Background: an optimization exercise with open tools, aiming at small area. Do not read the settings as production practice.
The RTL was checked by simulation tests, not by an equivalence proof against the original design.
No run shown here takes its clock network from TritonCTS; it comes from the design's own scripts or RTL.
The flow treats the clock pin as an ideal source. Dropping or thinning the clock tree relies on that and would not hold on a real chip.
No activity file was given, so power comes from the tool's default toggle rates.

File: flow/design.v
module sevseg (
    input  [3:0] d,
    output [6:0] seg
    );
    assign seg[0] = (d[2] & ~d[1] & ~d[0]) | (~d[3] & ~d[2] & ~d[1] & d[0]);
    assign seg[1] = (d[2] & d[1] & ~d[0]) | (d[2] & ~d[1] & d[0]);
    assign seg[2] = ~d[2] & d[1] & ~d[0];
    assign seg[3] = (d[2] & ~d[1] & ~d[0]) | (~d[2] & ~d[1] & d[0]) | (d[2] & d[1] & d[0]);
    assign seg[4] = d[0] | (d[2] & ~d[1]);
    assign seg[5] = (~d[2] & d[1]) | (d[1] & d[0]) | (~d[3] & ~d[2] & d[0]);
    assign seg[6] = (~d[3] & ~d[2] & ~d[1]) | (d[2] & d[1] & d[0]);
endmodule
module Digital_Clock(
    input clk,
    input rst,
    input IO_BTN_C, IO_BTN_U, IO_BTN_L, IO_BTN_R, IO_BTN_D,
    input [0:0] IO_SWITCH,
    output [6:0] IO_SSEG, output [3:0] IO_SSEG_SEL,
    output [0:0] IO_LED
    );
    reg [1:0] ca;
    reg [2:0] cj;
    reg       mode;          
    reg [5:0] Seconds;       
    reg [2:0] mt;            
    reg [3:0] mo;            
    reg       hpm;           
    reg [3:0] hq;
    reg       current_bit;
    reg       Military_or_AMPM;
    reg       AM_PM;
    assign IO_LED[0] = AM_PM;
    wire cj5   = cj[2] & ~cj[1];
    wire ctr5  = ca[1] | ca[0] | cj5;            
    wire ctr23 = ca[1] & ~ca[0] & cj5;           
    wire tick  = mode & ctr5;                    
    wire tickm = tick & ~current_bit;
    wire tickh = tick & current_bit;
    wire sec60 = Seconds[5] & ~Seconds[4] & ~Seconds[2] & ~Seconds[1] & ~Seconds[0];
    wire [5:0] sec_inc = {Seconds[4:0], ~(Seconds[5] ^ Seconds[4])};
    wire min60 = mt[2] & mt[1];
    wire mo9   = mo[3] & mo[0];
    wire mo0   = ~(mo[3] | mo[2] | mo[1] | mo[0]);
    wire m_nz  = ~mo0 | (mt != 3'd0);
    wire h_nz;
    wire dn = IO_BTN_D, up = IO_BTN_U;
    wire dec_m = tickm & dn & (m_nz | h_nz);
    wire inc_m = sec60 | (tickm & up & ~(dn & (m_nz | h_nz)));
    wire dec_h = dn & h_nz & (tickh | (tickm & ~m_nz));
    wire inc_h = min60 | (tickh & up & ~(dn & h_nz));
    wire ci_m = inc_m & mo9;
    wire bi_m = dec_m & mo0;
    wire [3:0] n_mo; wire [2:0] n_mt; wire [4:0] n_h; wire [3:0] hd4; wire hsel;
    wire [0:0] h_nzv;
    assign h_nz = h_nzv[0];
    assign n_mo[0] = (~mo[0] & dec_m) | (~mo[0] & inc_m) | (mo[0] & ~inc_m & ~dec_m);
    assign n_mo[1] = (mo[1] & mo[0] & ~inc_m) | (mo[3] & ~mo[0] & dec_m) | (mo[1] & ~mo[0] & ~dec_m) | (~mo[3] & ~mo[1] & mo[0] & inc_m) | (mo[2] & ~mo[1] & ~mo[0] & dec_m);
    assign n_mo[2] = (mo[2] & ~mo[0] & ~dec_m) | (mo[3] & ~mo[0] & dec_m) | (mo[2] & ~mo[1] & mo[0]) | (mo[2] & mo[1] & ~inc_m) | (~mo[2] & mo[1] & mo[0] & inc_m);
    assign n_mo[3] = (mo[3] & ~mo[0] & ~dec_m) | (mo[3] & mo[0] & ~inc_m) | (mo[2] & mo[1] & mo[0] & inc_m) | (~mo[3] & ~mo[2] & ~mo[1] & ~mo[0] & dec_m);
    assign n_mt[0] = (~mt[0] & bi_m) | (~mt[0] & ci_m) | (mt[0] & ~ci_m & ~bi_m);
    assign n_mt[1] = (mt[1] & mt[0] & ~ci_m) | (mt[2] & ~mt[0] & bi_m) | (~mt[1] & mt[0] & ci_m) | (~mt[2] & mt[1] & ~mt[0] & ~bi_m);
    assign n_mt[2] = (mt[2] & mt[0]) | (mt[1] & mt[0] & ci_m) | (mt[2] & ~mt[1] & ~bi_m) | (~mt[2] & ~mt[1] & ~mt[0] & bi_m);
    assign n_h[0] = (~hq[0] & dec_h) | (~hq[0] & inc_h) | (hq[0] & ~inc_h & ~dec_h);
    assign n_h[1] = (hq[1] & ~hq[0] & ~dec_h) | (hq[1] & hq[0] & ~inc_h) | (~hq[1] & ~hq[0] & dec_h) | (~hq[1] & hq[0] & inc_h);
    assign n_h[2] = (hq[2] & ~hq[1] & hq[0]) | (hq[2] & hq[1] & ~inc_h) | (~hq[3] & hq[2] & ~hq[0] & ~dec_h) | (hq[3] & ~hq[1] & ~hq[0] & dec_h) | (hpm & ~hq[2] & hq[1] & hq[0] & inc_h) | (~hq[3] & ~hq[2] & hq[1] & hq[0] & inc_h);
    assign n_h[3] = (hpm & hq[3] & hq[1]) | (hq[3] & ~hq[1] & hq[0]) | (hq[3] & hq[1] & ~inc_h) | (hq[2] & hq[1] & hq[0] & inc_h) | (hq[3] & ~hq[2] & ~hq[0] & ~dec_h) | (~hq[3] & ~hq[2] & ~hq[1] & ~hq[0] & dec_h);
    assign n_h[4] = (hpm & hq[1]) | (hpm & ~hq[2] & ~dec_h) | (hpm & hq[3] & dec_h) | (hpm & ~hq[3] & hq[2]) | (hq[3] & hq[1] & hq[0] & inc_h) | (~hq[3] & ~hq[2] & ~hq[1] & hq[0] & dec_h);
    assign hd4[0] = (~hsel & hq[0]) | (hsel & Military_or_AMPM & hpm & ~hq[3]) | (hsel & ~Military_or_AMPM & hq[3] & hq[2]) | (hsel & ~hpm & hq[3] & hq[1]) | (hsel & ~Military_or_AMPM & hq[3] & hq[1]) | (hsel & ~Military_or_AMPM & ~hq[3] & ~hq[2] & ~hq[1] & ~hq[0]);
    assign hd4[1] = (~hsel & ~hpm & ~hq[3] & hq[1]) | (hsel & Military_or_AMPM & hpm & hq[3]) | (~hsel & ~Military_or_AMPM & ~hq[3] & hq[1]) | (~hsel & Military_or_AMPM & hpm & ~hq[3] & ~hq[1]) | (Military_or_AMPM & hpm & hq[3] & hq[1]) | (~hsel & ~Military_or_AMPM & ~hq[3] & ~hq[2] & ~hq[0]) | (~hsel & ~Military_or_AMPM & hq[3] & hq[2]);
    assign hd4[2] = (~hsel & ~hpm & hq[2]) | (~hsel & ~Military_or_AMPM & ~hq[3] & hq[2]) | (~hsel & Military_or_AMPM & hq[2] & ~hq[1]) | (~hsel & Military_or_AMPM & hpm & ~hq[3] & ~hq[2] & hq[1]);
    assign hd4[3] = (~hsel & ~hpm & hq[3] & ~hq[1]) | (~hsel & Military_or_AMPM & hpm & hq[2] & hq[1]) | (~hsel & ~Military_or_AMPM & hq[3] & ~hq[2] & ~hq[1]);
    assign h_nzv[0] = (hpm) | (hq[3]) | (hq[2]) | (hq[0]) | (hq[1]);
    reg [2:0] ph;
    reg [1:0] cl;
    reg       fr;                
    wire blank = ~ph[2] & ph[1] & ~ph[0];
    wire wrap  = ph[2] & ~ph[1];
    wire ph0   = ~ph[2] & ~ph[0];
    wire [1:0] cl_n = wrap ? cl + 2'd1 : cl;
    assign hsel = cl_n[0];
    reg [3:0] dig;
    always @(*) begin
        case (cl_n)
            2'b00: dig = mo;
            2'b01: dig = {1'b0, mt};
            2'b10: dig = hd4;
            default: dig = hd4;
        endcase
    end
    reg [3:0] cd;                
    reg [3:0] L0, L2;            
    reg [2:0] L1;
    reg [1:0] L3;
    reg [3:0] O;                 
    always @(posedge clk) begin
        if (rst) begin
            ca <= 2'd0; cj <= 3'd0;
            mode <= 1'b1;
            Seconds <= 6'd0;
            mt <= 3'd0; mo <= 4'd0; hpm <= 1'b0; hq <= 4'd0;
            current_bit <= 1'b0;
            AM_PM <= 1'b0;
            ph <= 3'b010;
            fr <= 1'b1;
            cl <= 2'd0;
            cd <= 4'd0;
        end else begin
            if (tick) begin
                ca <= 2'd0; cj <= 3'd0;
            end else begin
                cj <= {cj[1:0], ~cj[2]};
                if (cj5) ca <= {ca[0], ~ca[1]};
            end
            if (IO_BTN_C) mode <= ~mode;
            if (sec60) Seconds <= 6'd0;
            else if (!mode) begin
                if (ctr23) Seconds <= sec_inc;
                else if (IO_BTN_C) Seconds <= 6'd0;
            end
            mt <= n_mt; mo <= n_mo; {hpm, hq} <= n_h;
            if (!mode && IO_BTN_C) current_bit <= 1'b0;
            else if (tick && (IO_BTN_L || IO_BTN_R)) current_bit <= ~current_bit;
            AM_PM <= !Military_or_AMPM && hpm;
            ph <= {ph[1] & (ph[2] | ph[0]), ph[0], ~ph[2]};
            if (wrap && cl == 2'b11) fr <= 1'b0;
            cl <= cl_n;
            cd <= dig;
            case (cl)
                2'b00: L0 <= cd;
                2'b01: L1 <= cd[2:0];
                2'b10: L2 <= cd;
                default: L3 <= cd[1:0];
            endcase
        end
        Military_or_AMPM <= IO_SWITCH[0];
        if (fr && ph0) O <= 4'd8;
        else case (cl)
            2'b00: O <= L0;
            2'b01: O <= {1'b0, L1};
            2'b10: O <= L2;
            default: O <= {2'b0, L3};
        endcase
    end
    wire [6:0] seg;
    sevseg decoder(.d(O), .seg(seg));
    assign IO_SSEG = seg | {7{blank}};
    wire [1:0] clp = ph0 ? cl - 2'd1 : cl;   
    assign IO_SSEG_SEL = {4{blank}} | {~(clp == 2'b11), ~(clp == 2'b10), ~(clp == 2'b01), ~(clp == 2'b00)};
endmodule
File: flow/flow/run.sh
#!/bin/bash
# Own layout flow: the standard ORFS flow (standard.sh), with three changes:
#  - synthesis maps the logic with flow/abc_deep.script (deeper area-oriented
#    ABC optimisation) instead of ORFS's ABC script, and leaves adders to ABC
#    (no separate half/full adder cells); registers come out exactly as in
#    the standard synthesis;
#  - port buffers use sky130_fd_sc_hd__buf_1;
#  - after CTS, flow/own_cts.tcl (POST_CTS_TCL hook) replaces the clock
#    tree with two clkbuf_16 leaf buffers fed straight from the clock port.
set -euo pipefail
W=$PWD
cp flow/abc_deep.script abc_deep.script
{
  echo "proc abc {args} {"
  echo "  set i [lsearch -exact \$args -script]"
  echo "  if {\$i >= 0} { lset args [expr {\$i + 1}] $W/abc_deep.script }"
  echo "  yosys abc {*}\$args"
  echo "}"
  echo "source $W/synth_recipe.tcl"
} > own_synth.tcl
bash standard.sh SYNTH_SCRIPT=$W/own_synth.tcl ADDER_MAP_FILE= \
  "BUFFER_PORTS_ARGS=-buffer_cell sky130_fd_sc_hd__buf_1" \
  "CTS_ARGS=-sink_clustering_enable -repair_clock_nets -dont_use_dummy_load" \
  POST_CTS_TCL=$W/flow/own_cts.tcl \
  finish > flow.log 2>&1
File: flow/flow/abc_deep.script
strash
&get -n
&deepsyn -T 20
&put
dch -f
amap
topo
File: flow/flow/own_cts.tcl
# POST_CTS_TCL hook: replace the clock tree TritonCTS built with K leaf
# buffers driven straight from the clock port (the port then feeds K <= 4
# cell pins). Flip-flops are grouped into K clusters by position (k-means)
# and each cluster gets one buffer at its centre. All registers still see
# the same clock path (port -> one buffer), so no register is skewed on
# purpose.
proc own_clock_tree {K bufname} {
  set block [ord::get_db_block]
  set db [ord::get_db]
  set clk [$block findNet clk]
  # walk the tree from the port: clock cells to remove, register pins to keep
  set sinks {}
  set tree {}
  set todo [list $clk]
  while {[llength $todo]} {
    set net [lindex $todo 0]; set todo [lrange $todo 1 end]
    foreach it [$net getITerms] {
      if {![$it isInputSignal]} continue
      set inst [$it getInst]
      set m [[$inst getMaster] getName]
      if {[string match "*__clkbuf_*" $m] || [string match "*__clkinv_*" $m] || [string match "*__buf_*" $m] || [string match "*__inv_*" $m]} {
        lappend tree $inst
        foreach o [$inst getITerms] {
          if {[$o isOutputSignal] && [$o getNet] != "NULL"} { lappend todo [$o getNet] }
        }
      } else {
        lappend sinks $it
      }
    }
  }
  set oldnets {}
  foreach inst $tree {
    foreach o [$inst getITerms] { if {[$o isOutputSignal] && [$o getNet] != "NULL"} { lappend oldnets [$o getNet] } }
    odb::dbInst_destroy $inst
  }
  foreach it $sinks { $it disconnect }
  foreach net $oldnets { odb::dbNet_destroy $net }
  set pts {}
  foreach it $sinks {
    set b [[$it getInst] getBBox]
    lappend pts [list [expr {([$b xMin] + [$b xMax]) / 2.0}] [expr {([$b yMin] + [$b yMax]) / 2.0}]]
  }
  set n [llength $pts]
  set sorted [lsort -real -index 0 $pts]
  set cents {}
  for {set k 0} {$k < $K} {incr k} { lappend cents [lindex $sorted [expr {int(($k + 0.5) * $n / $K)}]] }
  for {set iter 0} {$iter < 50} {incr iter} {
    set assign {}
    foreach p $pts {
      set best 0; set bd 1e30
      for {set k 0} {$k < $K} {incr k} {
        set c [lindex $cents $k]
        set d [expr {abs([lindex $p 0] - [lindex $c 0]) + abs([lindex $p 1] - [lindex $c 1])}]
        if {$d < $bd} { set bd $d; set best $k }
      }
      lappend assign $best
    }
    set nc {}
    for {set k 0} {$k < $K} {incr k} {
      set sx 0; set sy 0; set c 0
      foreach p $pts a $assign {
        if {$a == $k} { set sx [expr {$sx + [lindex $p 0]}]; set sy [expr {$sy + [lindex $p 1]}]; incr c }
      }
      if {$c > 0} { lappend nc [list [expr {$sx / $c}] [expr {$sy / $c}]] } else { lappend nc [lindex $cents $k] }
    }
    set cents $nc
  }
  set master [$db findMaster $bufname]
  for {set k 0} {$k < $K} {incr k} {
    set inst [odb::dbInst_create $block $master "clkleaf_$k"]
    set net [odb::dbNet_create $block "clknet_leaf_$k"]
    $net setSigType CLOCK
    [$inst findITerm A] connect $clk
    [$inst findITerm X] connect $net
    set c [lindex $cents $k]
    $inst setLocation [expr {int([lindex $c 0])}] [expr {int([lindex $c 1])}]
    $inst setPlacementStatus PLACED
    set cnt 0
    foreach it $sinks a $assign { if {$a == $k} { $it connect $net; incr cnt } }
    puts "own clock tree: leaf $k ($bufname) drives $cnt clock pins"
  }
  puts "own clock tree: removed [llength $tree] TritonCTS cells"
}
own_clock_tree 2 sky130_fd_sc_hd__clkbuf_16
detailed_placement
check_placement -verbose
estimate_parasitics -placement
File: flow/standard.sh
#!/bin/bash
# synth_recipe.tcl (not shown) runs the flow's synth.tcl, then flattens the netlist and writes it again
# the make line also repeats each setting of config.mk as NAME=value (left out here)
make -C /OpenROAD-flow-scripts/flow DESIGN_CONFIG=/design/flow/config.mk WORK_HOME=/design/flow/orfs CLKGATE_MAP_FILE= SYNTH_SCRIPT=/design/flow/synth_recipe.tcl "${@:-finish}"
File: flow/config.mk
export PLATFORM = sky130hd
export DESIGN_NAME = Digital_Clock
export DESIGN_NICKNAME = Digital_Clock
export VERILOG_FILES = /design/flow/design.v
export SDC_FILE = /design/flow/constraint.sdc
export NUM_CORES = 4
export LEC_CHECK = 0
export CAP_MARGIN = 20
export CORE_MARGIN = 2
export CORE_UTILIZATION = 60
export PLACE_DENSITY = 0.75
export SLEW_MARGIN = 20
File: flow/constraint.sdc
create_clock -name core_clock -period 10.0 [get_ports {clk}]
set_input_delay 2.0000 -clock core_clock [delete_from_list [all_inputs] [get_ports {clk}]]
set_output_delay 2.0000 -clock core_clock [all_outputs]
set_load 0.01 [all_outputs]
==> flow_summary.yaml, run 1 <==
run_status:
  status: "finished clean"
layout:
  syn_to_final_growth_pct: 8.22
  antennaDiodeCount: 0
  final_net_count: 309
  post-route-util_pct: 67.9
  drive_above_1_share_pct: 1.00
  fin_area_mm2: 0.00249
global_route:
  grt_first_pass_wirelength_um: 7380
  grt_pass1_vias: 1698
  grt_max_degree: 36
  grt_overflow_total: 0
  antenna_found_initial: 0
  grt_use_total_pct: 21.8
worst_setup_path:
  cp-end-kind: "output pin"
  r2r_slack_ns: 7.29
  r2r_cells: 14
  required_ns: 8.00
  worst-endpoint-arrival_ns: 1.69
  criticalPathCategory: "reg -> out"
  crit_path_max_fanout: 4
  cp-start-kind: "register"
  reg2reg_to: "hq[3]$_SDFF_PP0_"
  r2r-start: "cj[1]$_SDFF_PP0_"
placed_design:
  hpwl_um: 3350
  pre_cts_ws_ns: 6.44
  post_dp_cell_area_mm2: 0.00244
  place_congestion: 0.901
  portBuffers: 19
route:
  avgRoutedWirePerCell_um: 12.5
  ant_nets: 0
  viasPerCell: 5.64
  post-route-drc-count: 0
  dr.pass1.iters: 4
  totalWireLength_um: 4350
  first_iter_violations: 131
  num_vias: 1957
yosys:
  synth_seq_area_share_pct: 52.7
  ys_ff_latch: 54
  syn_area_per_cell_um2: 8.30
  synthFlopType: "dfxtp_1"
  netlist_area_mm2: 0.00230
  yosysWarningCount: 1
  synth_cells: 277
  synth_nets: 285
  ys_types: 31
  synthArstFlopShare_pct: 0
  synth_edf_count: 13
power_and_ir_drop:
  p_comb_share_pct: 10.7
  p_leak_nw: 0.838
  power_switching_mw: 0.0804
  total_power_mw: 0.360
  clkPwrFrac_pct: 24.3
  pwr-share-seq_pct: 65.0
  swShare_pct: 22.3
  vdd_drop_max_v: 0.000121
  internal_power_mw: 0.280
  power_density_mw_per_mm2: 145
sta:
  slew_violations: 0
  rsz0062_at_grt: "no"
  finalHoldViolCount: 0
  fin_crit_sh_pct: 36.9
  timing.slew.headroom_pct: 63.1
  finClkSkew_ns: 0.0387
  fmax_ghz: 0.271
  worst_slack_ns: 6.31
  tightest_slew_ns: 0.553
  fin_setup_tns_ns: 0
  setup-violations-final: 0
  fin_crit_ns: 3.69
floorplanning:
  row_count: 22
  num_io_pins: 20
  core-area_mm2: 0.00366
  die_w_um: 65.9
  fp.dieH_um: 65.9
  initial_core_util_pct: 62.8
  die_area_mm2: 0.00434
min_path:
  hp-class: "reg -> reg"
  min_path_cells: 1
  holdPathEnd: "cj[0]$_SDFF_PP0_"
  hp-start: "cj[2]$_SDFF_PP0_"
clocking:
  clkLatencyLatePin_ns: 0.18
  clkTransAtPathRegs_ns: 0.12
  clock_sinks: 54
job:
  drv_cap: 0
[cell usage after synthesis, types with 5 or more instances]
| library cell | instances | area (µm²) |
|---|---|---|
| o21ai_0 | 20 | 100 |
| nor2_1 | 60 | 225 |
| dfxtp_1 | 41 | 821 |
| clkinv_1 | 42 | 158 |
| o22ai_1 | 8 | 50.1 |
| a31oi_1 | 5 | 31.3 |
| a211oi_1 | 8 | 60.1 |
| edfxtp_1 | 13 | 390 |
| a21oi_1 | 9 | 45.0 |
| nand2_1 | 18 | 67.6 |
| nor3_1 | 10 | 50.1 |
| nand3_1 | 11 | 55.1 |
[worst max-delay path by stage]
stage	start	to	slack, ns	cells past startpoint
after detailed placement	IO_BTN_D	hq[3]$_SDFF_PP0_	6.44	10
final	O[2]$_SDFF_PP0_	IO_SSEG[1]	6.31	6
after global routing	O[2]$_SDFF_PP0_	IO_SSEG[4]	6.17	6
after floorplan	O[2]$_SDFF_PP0_	IO_SSEG[1]	6.61	5
after global placement	IO_BTN_D	hq[3]$_SDFF_PP0_	6.48	10
[metrics by stage]
step	instances	hold WS, ns
detailed placement	345	0.415
global placement	345	0.406
floorplan	277	0.397
finish	347	0.434
global route	347	0.446
[power by group through the flow]
| stage | Sequential [mW] | Combinational [mW] | Clock, mW |
|---|---|---|---|
| after floorplan | 0.238 | 0.0263 | 0 |
| after global routing | 0.235 | 0.0440 | 0.0973 |
| final | 0.234 | 0.0386 | 0.0875 |
| after detailed placement | 0.239 | 0.0388 | 0 |
| after global placement | 0.239 | 0.0380 | 0 |
[cell type report]
| class | instances | area, µm² |
|---|---|---|
| multi-input combinational | 181 | 930 |
| sequential | 54 | 1210 |
| timing repair buffer | 20 | 78.8 |
| inverter | 42 | 158 |
| fill | 314 | 1170 |
| tap | 48 | 60.1 |
| buffer | 2 | 50.0 |
[routing by layer]
metal,track usage [%],up-vias,wire (µm)
met4,4.43,0,32
met5,0,-,0
met2,37.9,34,2080
li1,-,1023,-
met3,3.07,3,129
met1,28.9,897,2100
[flip-flops by register name, summed over array words and instances, names as in the netlist, 2 cells and up]
name     flops
L0           4
L1           3
L2           4
L3           2
O            4
Seconds      6
ca           2
cd           4
cj           3
cl           2
hq           4
mo           4
mt           3
ph           3
[cell usage in the layout, fill, tap and decap left out, types with 3 or more instances in the layout]
cell type  synthesis  layout
a31oi_1            5       5
a21oi_1            9       9
o21a_1             3       3
o21ai_0           20      20
a221oi_1           3       3
nand3_1           11      11
a211oi_1           8       8
o22ai_1            8       8
buf_1              0      19
clkinv_1          42      42
nand2_1           18      18
edfxtp_1          13      13
nand4_1            3       3
o32ai_1            3       3
nor2_1            60      60
nor3_1            10      10
dfxtp_1           41      41
[worst max-delay path, cell delays in order (launching register included)]
cell      delay [ns]
dfxtp_1         0.40
clkinv_1        0.14
o21ai_0         0.30
o21a_1          0.17
o21ai_0         0.15
o21ai_0         0.19
buf_1           0.17
[cells by family after synthesis]
family,after synthesis,share of synthesized area (%)
flops,54,52.7
simple gates,110,20.3
compound gates,71,20.1
buf+inv,42,6.86
==> run 2: changes to the inputs <==
--- a/flow/flow/run.sh
+++ b/flow/flow/run.sh
@@ -6,7 +6,7 @@
 #    the standard synthesis;
 #  - port buffers use sky130_fd_sc_hd__buf_1;
 #  - after CTS, flow/own_cts.tcl (POST_CTS_TCL hook) replaces the clock
-#    tree with two clkbuf_16 leaf buffers fed straight from the clock port.
+#    tree with three clkbuf_8 leaf buffers fed straight from the clock port.
 set -euo pipefail
 W=$PWD
 cp flow/abc_deep.script abc_deep.script
--- a/flow/flow/own_cts.tcl
+++ b/flow/flow/own_cts.tcl
@@ -1,7 +1,8 @@
 # POST_CTS_TCL hook: replace the clock tree TritonCTS built with K leaf
 # buffers driven straight from the clock port (the port then feeds K <= 4
 # cell pins). Flip-flops are grouped into K clusters by position (k-means)
-# and each cluster gets one buffer at its centre. All registers still see
+# (balanced: at most ceil(n/K) each) and each cluster gets one buffer at
+# its centre. All registers still see
 # the same clock path (port -> one buffer), so no register is skewed on
 # purpose.
 proc own_clock_tree {K bufname} {
@@ -44,16 +45,27 @@
   set sorted [lsort -real -index 0 $pts]
   set cents {}
   for {set k 0} {$k < $K} {incr k} { lappend cents [lindex $sorted [expr {int(($k + 0.5) * $n / $K)}]] }
+  # k-means with a cap on cluster size (balanced clusters)
+  set cap [expr {($n + $K - 1) / $K}]
   for {set iter 0} {$iter < 50} {incr iter} {
-    set assign {}
+    # all (distance, point, cluster) pairs, assigned greedily by distance
+    set pairs {}
+    set i 0
     foreach p $pts {
-      set best 0; set bd 1e30
       for {set k 0} {$k < $K} {incr k} {
         set c [lindex $cents $k]
-        set d [expr {abs([lindex $p 0] - [lindex $c 0]) + abs([lindex $p 1] - [lindex $c 1])}]
-        if {$d < $bd} { set bd $d; set best $k }
+        lappend pairs [list [expr {abs([lindex $p 0] - [lindex $c 0]) + abs([lindex $p 1] - [lindex $c 1])}] $i $k]
       }
-      lappend assign $best
+      incr i
+    }
+    set pairs [lsort -real -index 0 $pairs]
+    set assign [lrepeat $n -1]
+    set size [lrepeat $K 0]
+    foreach pr $pairs {
+      lassign $pr d i k
+      if {[lindex $assign $i] >= 0 || [lindex $size $k] >= $cap} continue
+      lset assign $i $k
+      lset size $k [expr {[lindex $size $k] + 1}]
     }
     set nc {}
     for {set k 0} {$k < $K} {incr k} {
@@ -81,7 +93,7 @@
   }
   puts "own clock tree: removed [llength $tree] TritonCTS cells"
 }
-own_clock_tree 2 sky130_fd_sc_hd__clkbuf_16
+own_clock_tree 3 sky130_fd_sc_hd__clkbuf_8
 detailed_placement
 check_placement -verbose
 estimate_parasitics -placement
==> run 2 against run 1 <==
Compared with the run above: clock power decreased by 8.5%; core utilization decreased by 0.27 points; via count decreased by 0.20%; critical path type unchanged; largest power group unchanged.
==> flow_summary.yaml, run 2 <==
clocking:
  clkTransAtPathRegs_ns: 0.10
  clkLatencyLatePin_ns: 0.16
  clock_sinks: 54
worst_setup_path:
  cp_num_buf_inv: 2
  criticalPathCategory: "reg -> out"
  cp_cell_sequence: "clkinv_1 > o21ai_0 > nor2_1 > nor2_1 > o21ai_0 > or2_0 > buf_1"
  worst-endpoint-arrival_ns: 1.71
  crit_path_max_fanout: 6
  required_ns: 8.00
  reg2reg_to: "hpm$_SDFF_PP0_"
  critPathTopFamily: "compound AO/OA/AOI/OAI gates"
  r2r-start: "hq[3]$_SDFF_PP0_"
  cp-start-kind: "register"
  r2r_slack_ns: 7.77
  cpPeakStageDelay_ns: 0.35
  slowest_stage: "dfxtp_1"
  cp-end-kind: "output pin"
  r2r_cells: 10
yosys:
  synth_seq_area_share_pct: 52.7
  synth_edf_count: 13
  synth_cells: 274
  ys_types: 31
  netlist_area_mm2: 0.00230
  synth-xor-area-share_pct: 0
  synth_nets: 282
  syn_area_per_cell_um2: 8.38
  synth_top_area_cell: "dfxtp_1"
  yosysWarningCount: 1
  synth_top_family_by_area: "compound AO/OA/AOI/OAI gates"
  yosysTopAreaCellShare_pct: 35.7
  synthMuxAreaShare_pct: 0
  yosys.area_share.simple_pct: 19.4
  yosysMostFrequentCell: "nor2_1"
  ys_ff_latch: 54
  synth_fa_ha_area_share_pct: 0
  synthArstFlopShare_pct: 0
  synth.top_cells.by_area: "dfxtp_1 36%, edfxtp_1 17%, nor2_1 7.7%"
  synthFlopType: "dfxtp_1"
  synthTopCellsByCount: "47 x nor2_1, 42 x clkinv_1, 41 x dfxtp_1, 22 x nand2_1, 19 x o21ai_0"
  synth_compound_area_share_pct: 21.0
power_and_ir_drop:
  vdd_drop_max_v: 0.000103
  power_density_mw_per_mm2: 142
  p_leak_nw: 0.809
layout:
  fin_area_mm2: 0.00248
  syn_to_final_growth_pct: 7.84
  antennaDiodeCount: 0
  drive_above_1_share_pct: 1.35
  final_common_cell: "nor2_1"
  mostFrequentLayoutCells: "47 x nor2_1, 42 x clkinv_1, 41 x dfxtp_1, 22 x nand2_1"
  top_register: "Seconds"
  final_net_count: 307
  largest_reg_flops: 6
route:
  totalWireLength_um: 4300
  dr.pass1.iters: 4
  num_vias: 1953
  post-route-drc-count: 0
  avgRoutedWirePerCell_um: 12.5
  viasPerCell: 5.66
  first_iter_violations: 135
  ant_nets: 0
floorplanning:
  core-area_mm2: 0.00366
  fp.dieH_um: 65.9
  die_area_mm2: 0.00434
  num_io_pins: 20
  row_count: 22
  initial_core_util_pct: 62.7
  die_w_um: 65.9
global_route:
  grt_max_degree: 25
  grt_first_pass_wirelength_um: 7670
  antenna_found_initial: 0
  grt_overflow_total: 0
  grt_use_total_pct: 22.6
  grt_pass1_vias: 1799
sta:
  timing.slew.headroom_pct: 65.6
  slew_violations: 0
  finalHoldViolCount: 0
  tightest_slew_ns: 0.513
  fin_crit_sh_pct: 37.1
  fmax_ghz: 0.270
  fin_crit_ns: 3.71
  fin_setup_tns_ns: 0
  rsz0062_at_grt: "no"
  finClkSkew_ns: 0.00457
  setup-violations-final: 0
placed_design:
  post_dp_cell_area_mm2: 0.00244
  place_congestion: 0.865
  hpwl_um: 3320
  portBuffers: 19
min_path:
  holdPathEnd: "cj[0]$_SDFF_PP0_"
  min_path_cells: 1
  hp-start: "cj[2]$_SDFF_PP0_"
  hp-class: "reg -> reg"
job:
  drv_cap: 0
run_status:
  status: "finished clean"
## run 2: layout make-up
cell class	count	area, µm²
inverter	42	158
sequential	54	1210
multi-input combinational	178	928
tap	48	60.1
buffer	3	41.3
timing repair buffer	20	78.8
fill	317	1180
## run 2: kinds of logic (layout without fill, tap and decap cells)
group	count (synthesis)	count (layout)
buffers and inverters	42	65
and+or+nand+nor	102	102
AOI/OAI and AO/OA	76	76
DFF	54	54
## run 2: power breakdown
group / switching [mW] / internal (mW)
logic: 0.0246 / 0.0121
clock network: 0.0521 / 0.0280
registers: 0.00426 / 0.230
## run 2: stage by stage
stage	hold slack, ns	setup WS [ns]	utilization [%]	total power [mW]	std cells
after floorplan	0.392	6.63	-	0.263	274
after global routing	0.440	6.15	67.7	0.365	345
final	0.422	6.29	67.7	0.351	345
after global placement	0.410	6.44	66.5	0.275	342
after detailed placement	0.411	6.41	66.5	0.276	342
## run 2: how the worst max path moves through the flow
| stage | startpoint | end | slack [ns] | cells after the start |
|---|---|---|---|---|
| 2_1_floorplan | O[2]$_SDFF_PP0_ | IO_SSEG[1] | 6.63 | 6 |
| 3_3_place_gp | rst | Seconds[3]$_SDFFE_PP0P_ | 6.44 | 6 |
| 3_5_place_dp | rst | Seconds[3]$_SDFFE_PP0P_ | 6.41 | 6 |
| 5_1_grt | O[2]$_SDFF_PP0_ | IO_SSEG[4] | 6.15 | 7 |
| 6_report | O[2]$_SDFF_PP0_ | IO_SSEG[4] | 6.29 | 7 |
## run 2: layer usage
layer | part of all wire, % | global-route usage [%] | vias to the layer above
met1 | 47 | 27.9 | 890
li1 | - | - | 1032
met3 | 3.4 | 5.28 | 6
met2 | 48 | 39.9 | 25
met4 | 1.2 | 5.47 | 0
met5 | 0 | 0 | -

-- afterwards: timing with drivers on the ports --
Ports are ideal in the flow. The routed layouts listed here were re-timed in OpenROAD.
Step 1, drivers: a clkbuf_16 drives clk and a buf_2 each remaining input, both assumed.
Step 2 also shifts input and output timing later by t, the mid clock arrival at the registers, as if the neighbouring blocks saw the same clock.
Three values: ideal, step 1, step 2; two values: the first two.
run	t, ns	setup WS [ns]	worst setup path after step 2	worst register clock-pin slew, ns	worst slew at a driven data input, ns
run 1	0.206	6.310 / 6.263 / 6.397	input to register	0.12 / 0.12	0.03
run 2	0.207	6.294 / 6.246 / 6.402	input to register	0.11 / 0.11	0.03
After both steps setup and hold are still met in every run listed.
